This is an optimization exercise on Yosys and OpenROAD, whose aim is small area, not a production implementation.
Function was checked by simulation only, so behaviour that the tests miss may differ from the original.
Power figures rest on the tool's default switching activity, not on a simulated workload.

==> flow/design.v (excerpt) <==
module router_top_module (
    input clock,
    input resetn,
    input packet_valid,
    input [7:0] data_in,
    input [2:0] read_en,
    output [7:0] data_out_0,
    output [7:0] data_out_1,
    output [7:0] data_out_2,
    output [2:0] valid_out,
    output error,
    output busy
);
  wire lfd_state, ld_state, laf_state, rst_int_reg, detect_add, delay_lfd_state;
  wire parity_done, low_packet_valid;
  wire fifo_full;
  wire [2:0] soft_reset;
  wire [2:0] write_enb;
  wire [2:0] empty, full;
  wire [7:0] dout;
  router_fifo FIFO_0 (
      .clock(clock), .resetn(resetn), .write_en(write_enb[0]), .read_en(read_en[0]),
      .soft_reset(soft_reset[0]), .data_in(dout), .delay_lfd_state(delay_lfd_state),
      .empty(empty[0]), .full(full[0]), .data_out(data_out_0)
  );
  router_fifo FIFO_1 (
      .clock(clock), .resetn(resetn), .write_en(write_enb[1]), .read_en(read_en[1]),
      .soft_reset(soft_reset[1]), .data_in(dout), .delay_lfd_state(delay_lfd_state),
      .empty(empty[1]), .full(full[1]), .data_out(data_out_1)
  );
  router_fifo FIFO_2 (
      .clock(clock), .resetn(resetn), .write_en(write_enb[2]), .read_en(read_en[2]),
      .soft_reset(soft_reset[2]), .data_in(dout), .delay_lfd_state(delay_lfd_state),
      .empty(empty[2]), .full(full[2]), .data_out(data_out_2)
  );
  router_synchronizer Synchroniser (
      .clock(clock), .resetn(resetn), .read_en(read_en),
      .empty_0(empty[0]), .empty_1(empty[1]), .empty_2(empty[2]),
      .soft_reset(soft_reset), .vld_out(valid_out)
  );
  router_register Register (
      .clock(clock), .resetn(resetn), .packet_valid(packet_valid), .fifo_full(fifo_full),
      .rst_int_reg(rst_int_reg), .detect_add(detect_add), .ld_state(ld_state),
      .laf_state(laf_state), .lfd_state(lfd_state), .data_in(data_in),
      .parity_done(parity_done), .low_packet_valid(low_packet_valid), .error(error), .dout(dout)
  );
  router_fsm FSM (
      .clock(clock), .resetn(resetn), .parity_done(parity_done), .data_in(data_in[1:0]),
      .soft_reset(soft_reset), .full(full), .empty(empty), .packet_valid(packet_valid),
      .low_packet_valid(low_packet_valid), .fifo_full(fifo_full), .write_enb(write_enb),
  ...
clock: 5.0 ns
lec_check: 0
cap_margin: 20
core_margin: 2
core_utilization: 40
slew_margin: 20
synth_hierarchical: 1
standard.sh (not shown) runs the stock make flow with config.mk's settings and CLKGATE_MAP_FILE= SYNTH_SCRIPT=/design/flow/synth_recipe.tcl, a recipe that flattens the netlist after the stock synthesis.
==> flow/flow/run.sh <==
#!/bin/bash
# Layout: the standard flow, with clock tree synthesis told not to add
# dummy loads and to build the tree from clkbuf_8 cells.
set -euo pipefail
export CTS_ARGS="-sink_clustering_enable -repair_clock_nets -dont_use_dummy_load -buf_list sky130_fd_sc_hd__clkbuf_8 -sink_clustering_size 18 -sink_clustering_max_diameter 50"
bash standard.sh finish > flow_standard.log 2>&1
==> next run, changes <==
==> flow/run.sh (new file) <==
#!/bin/bash
# synth_recipe.tcl (not shown) runs the flow's synth.tcl, then flattens the netlist and writes it again
# the make line also repeats each setting of config.mk as NAME=value (left out here)
make -C /OpenROAD-flow-scripts/flow DESIGN_CONFIG=/design/flow/config.mk WORK_HOME=/design/flow/orfs CLKGATE_MAP_FILE= SYNTH_SCRIPT=/design/flow/synth_recipe.tcl finish
CTS_BUF_LIST = sky130_fd_sc_hd__clkbuf_8   (was default)
CTS_CLUSTER_DIAMETER = 40   (was default)
CTS_CLUSTER_SIZE = 22   (was default)
removed: flow/flow/run.sh
removed: flow/standard.sh
Worst setup slack is about the same.
Wire length came out higher by 2.2%.
Count of clock-buffer cells in the layout came out higher by 27.
Register-to-register slack hardly moves.
Synthesized area does not change.
Sequential cell count stays the same.
Synthesized cell count is unchanged.
Global-route usage came out higher by 0.33 points.
Critical path depth is unchanged.
Cell area came out higher by 3.9%.
Total power came out higher by 15%.
==> next run, changes <==
==> flow/flow/run.sh (new file) <==
#!/bin/bash
# Layout: the standard flow, with synthesis buffers removed at floorplan,
# ports buffered with buf_1, and clock tree synthesis told not to add dummy
# loads and to build the tree from clkbuf_8 cells.
set -euo pipefail
export CTS_ARGS="-sink_clustering_enable -repair_clock_nets -dont_use_dummy_load -buf_list sky130_fd_sc_hd__clkbuf_8 -sink_clustering_size 24 -sink_clustering_max_diameter 40"
export REMOVE_ABC_BUFFERS=1
export BUFFER_PORTS_ARGS="-buffer_cell sky130_fd_sc_hd__buf_1"
bash standard.sh finish > flow_standard.log 2>&1
==> flow/standard.sh (new file) <==
#!/bin/bash
# synth_recipe.tcl (not shown) runs the flow's synth.tcl, then flattens the netlist and writes it again
# the make line also repeats each setting of config.mk as NAME=value (left out here)
make -C /OpenROAD-flow-scripts/flow DESIGN_CONFIG=/design/flow/config.mk WORK_HOME=/design/flow/orfs CLKGATE_MAP_FILE= SYNTH_SCRIPT=/design/flow/synth_recipe.tcl "${@:-finish}"
CTS_BUF_LIST = default   (was sky130_fd_sc_hd__clkbuf_8)
CTS_CLUSTER_DIAMETER = default   (was 40)
CTS_CLUSTER_SIZE = default   (was 22)
SYNTH_HIERARCHICAL = default   (was 1)
removed: flow/run.sh
Result:
- final cell count is about the same
- worst hold slack degrades by 0.011 ns
- global-route usage goes up by 0.25 points
- first-iteration DRC count goes up by 4.2%
- total power goes down by 14%
- cell area goes down by 5.0%
==> next run, changes <==
==> flow/flow/run.sh (replaced) <==
#!/bin/bash
# Layout: the standard flow, with clock tree synthesis told not to add
# dummy loads and to build the tree from clkbuf_8 cells; synthesis buffers
# removed at floorplan, ports buffered with buf_1, and gates off the critical
# paths downsized after global routing.
set -euo pipefail
export CTS_ARGS="-sink_clustering_enable -repair_clock_nets -dont_use_dummy_load -buf_list sky130_fd_sc_hd__clkbuf_8 -sink_clustering_size 18 -sink_clustering_max_diameter 50"
export REMOVE_ABC_BUFFERS=1
export BUFFER_PORTS_ARGS="-buffer_cell sky130_fd_sc_hd__buf_1"
export RECOVER_POWER=100
bash standard.sh finish > flow_standard.log 2>&1
Effect:
- The new run finished but failed the layout checks on max-capacitance violations, max-slew violations
- global-route usage barely changes
- cell count went down by 0.66%
- worst setup slack got worse by 0.40 ns
- register-to-register slack is worse by 0.40 ns
- count of clock-buffer cells in the layout goes down by 14
- total power falls by 3.2%
- wire length fell by 0.62%
- utilization fell by 0.50 points
- clock skew is higher by 0.023 ns

## separate check: timing with driven ports
No port has a modelled driver above. Below, the same layouts with a new extraction and two added sets of constraints. Step 1 sets driving cells, clkbuf_16 on the clock port and buf_2 on the other inputs (assumed; they add their load-dependent delay and slew). Step 2 adds t to the input delays and takes it off the output delays; t is the mean of the earliest and latest rising clock arrival at the registers after step 1. Input paths then give back, and output paths get back, about the clock's delay inside the block. Three values: ideal ports, drivers, drivers and shift; two values: the first two.
run	shift t [ns]	setup slack, ns	cell pins on the clock port's net
the first run	0.667	1.526 / 1.473 / 1.079	1
the second run	0.685	1.527 / 1.475 / 1.046	1
the third run	0.693	1.642 / 1.642 / 1.226	1
the fourth run	0.661	1.239 / 1.239 / 0.849	1
For the second run, which loses most, drivers alone change the setup slack by -0.052 ns; drivers and shift together by -0.481 ns.
